This design comes from an exercise in tuning for small area on the open sky130 flow, not from production work. At most, simulation tests tie the RTL to the original design; equivalence was not proved. No activity file was given, so power comes from the tool's default toggle rates.

== red ==
Design decodeAndMap, start of the top module:
module decodeAndMap(drawX, drawY, drawColour, WE, resetn, clock, shapeselect, inputColour, vs_n, rotateX, rotateY, rotateZ, invert, pitch, roll, yaw, doneShape);
For scale: ~1500 cells after synthesis, about 690 flip-flops, ~59 I/O pins, ~20000 sq um of cells after synthesis.
clock: 12.0 ns
lec_check: 0
cap_margin: 30
core_margin: 2
core_utilization: 75
cts_buf_list: sky130_fd_sc_hd__clkbuf_16
cts_cluster_diameter: 100
cts_cluster_size: 30
slew_margin: 20
run.sh (not shown) runs the stock make flow with config.mk's settings and CLKGATE_MAP_FILE= SYNTH_SCRIPT=/design/flow/synth_recipe.tcl, a recipe that flattens the netlist after the stock synthesis.
--- input diff red..orange ---
diff --git a/flow/config.mk b/flow/config.mk
--- a/flow/config.mk
+++ b/flow/config.mk
@@ -7,4 +7,5 @@
 export LEC_CHECK = 0
 export CAP_MARGIN = 30
+export CORE_ASPECT_RATIO = 1.6
 export CORE_MARGIN = 2
 export CORE_UTILIZATION = 75
### Flow results
- In orange relative to red, net switching power had gone down slightly.
- red has lower latest clock arrival within the worst-skew pair than orange.
- Status: number of nets in the final layout parity (orange, red)
- Side by side, minimum setup slack in the final design turned out higher in orange than in red.

* * *

Another version of the RTL of decodeAndMap (not shown whole).
Size: about 1,500 cells after synthesis, about 700 flip-flops.
==> flow/config.mk <==
export PLATFORM = sky130hd
export DESIGN_NAME = decodeAndMap
export DESIGN_NICKNAME = decodeAndMap
export VERILOG_FILES = /design/flow/design.v
export SDC_FILE = /design/flow/constraint.sdc
export NUM_CORES = 8
export LEC_CHECK = 0
export CAP_MARGIN = 30
export CORE_MARGIN = 2
export CORE_UTILIZATION = 65
export CTS_BUF_LIST = sky130_fd_sc_hd__clkbuf_8 sky130_fd_sc_hd__clkbuf_16
export CTS_CLUSTER_DIAMETER = 50
export CTS_CLUSTER_SIZE = 20
export SLEW_MARGIN = 20
==> flow/constraint.sdc <==
create_clock -name core_clock -period 12.0 [get_ports {clock}]
set_input_delay 2.4000 -clock core_clock [delete_from_list [all_inputs] [get_ports {clock}]]
set_output_delay 2.4000 -clock core_clock [all_outputs]
set_load 0.01 [all_outputs]
Change:
--- a/flow/config.mk
+++ b/flow/config.mk
@@ -7,2 +7,3 @@
 export LEC_CHECK = 0
+export ABC_AREA = 1
 export CAP_MARGIN = 30
@@ -10,5 +11,5 @@
 export CORE_UTILIZATION = 65
-export CTS_BUF_LIST = sky130_fd_sc_hd__clkbuf_8 sky130_fd_sc_hd__clkbuf_16
-export CTS_CLUSTER_DIAMETER = 50
-export CTS_CLUSTER_SIZE = 20
+export CTS_BUF_LIST = sky130_fd_sc_hd__clkbuf_4 sky130_fd_sc_hd__clkbuf_8 sky130_fd_sc_hd__clkbuf_16
+export CTS_CLUSTER_DIAMETER = 100
+export CTS_CLUSTER_SIZE = 30
 export SLEW_MARGIN = 20
Routed wire length goes down by a few percent.
Via count goes up by a few percent.
Setup slack gets worse by 0.031 ns.
Power falls by roughly a tenth.
Area after synthesis falls slightly.
Die area fell slightly.
Maximum frequency falls slightly.
Flip-flop and latch count is unchanged.
Count of clock-buffer cells in the layout fell by 18.
Clock power fell by a quarter to a third.
Cell count grows by a little under a tenth.
Function was not checked in any run of this note: the RTL went through the layout flow alone.

* * *

indigo:
decodeAndMap, a different RTL version from the one above (not shown whole).
For scale: roughly 1500 cells after synthesis, roughly 700 flip-flops, roughly 0.020 mm² of cells after synthesis.
Settings: LEC_CHECK=0, CAP_MARGIN=30, CORE_MARGIN=2, CORE_UTILIZATION=70, CTS_BUF_LIST=sky130_fd_sc_hd__clkbuf_4 sky130_fd_sc_hd__clkbuf_8 sky130_fd_sc_hd__clkbuf_16, CTS_CLUSTER_DIAMETER=100, CTS_CLUSTER_SIZE=30, SLEW_MARGIN=20; clock period 12.0 ns.
indigo | stages: all done | timing, DRC, antenna: all pass
Here is what was changed in the inputs of zinc compared with indigo.
Settings: CORE_UTILIZATION changed from 70 to 75.
==> comparison <==
- From zinc to indigo, total nets after synthesis did not move at all.
- The overall via count from detail_route in zinc is 1.07 times that in indigo.
- Compared with indigo, zinc is hungrier on power.
- In the flow results for zinc and indigo, the layout-stage area growth over the synthesis result is larger on indigo.
- Sort zinc and indigo by wire length reported by the detailed router asc -> top: indigo
For lagoon, these inputs were changed with respect to zinc:
Settings: changing CTS_BUF_LIST from sky130_fd_sc_hd__clkbuf_4 sky130_fd_sc_hd__clkbuf_8 sky130_fd_sc_hd__clkbuf_16 to sky130_fd_sc_hd__clkbuf_16; changing CORE_UTILIZATION from 75 to 70.
[summary]
Between zinc and lagoon, the post-route fraction of the period consumed by the critical path does not differ in any meaningful way.
Across both runs, filler-free cell count of the finished design was higher for lagoon than for zinc.
Going from zinc to lagoon, critical path depth in cells closely matched the old numbers, final worst hold slack increased by 4.8 ps relative to the old numbers, number of nets still failing antenna checks after routing closely matched the old numbers.
Between zinc and lagoon, the difference in signed area change from the synthesized netlist to the final layout is negligible.
On wire length: lagoon sits below zinc.
lagoon vs zinc, capturing instance or port of the critical path: drawColour[0] vs drawColour[2]
Measured against each other, zinc and lagoon differ in post-route core utilization, the lower figure coming from lagoon.
Between zinc and lagoon, the flow reports filler cell count increasing by more than a quarter.
Against zinc, die area in lagoon rose by a few percent.
No run of this note included a check of the RTL's function; only the layout flow was run.

==> separate check: timing with driven ports <==
The flow's constraints put no driver on any port. The routed layouts listed below were extracted and timed again, unchanged, in two steps.
Step 1 assumes that a clkbuf_16 drives the clock port and a buf_2 every other input.
Step 2 adds t to the input delays and takes it off the output delays; t is the mean of the earliest and latest rising clock arrival at the registers after step 1. Input paths then give back, and output paths get back, about the clock's delay inside the block.
Three values: ideal, step 1, step 2; two values: the first two.
run	shift t [ns]	setup slack, ns	worst hold slack (ns)	worst setup path at the end	worst data-port slew with drivers (ns)
red	0.625	5.992 / 5.960 / 5.960	0.326 / 0.326 / 0.326	input to output	0.06
orange	0.645	6.077 / 6.045 / 6.045	0.315 / 0.315 / 0.315	input to output	0.05
the first run of note 2	0.603	6.074 / 6.049 / 6.049	0.296 / 0.296 / 0.296	input to output	0.04
the second run of note 2	0.609	6.043 / 6.013 / 6.013	0.318 / 0.318 / 0.318	input to output	0.04
indigo	0.632	6.099 / 6.062 / 6.062	0.322 / 0.322 / 0.322	input to output	0.04
zinc	0.641	6.106 / 6.073 / 6.073	0.318 / 0.318 / 0.318	input to output	0.04
lagoon	0.635	6.098 / 6.062 / 6.062	0.323 / 0.323 / 0.323	input to output	0.04
After both steps setup and hold are still met in every run listed. For indigo, which loses most, drivers alone change the setup slack by -0.037 ns; drivers and shift together by -0.037 ns.
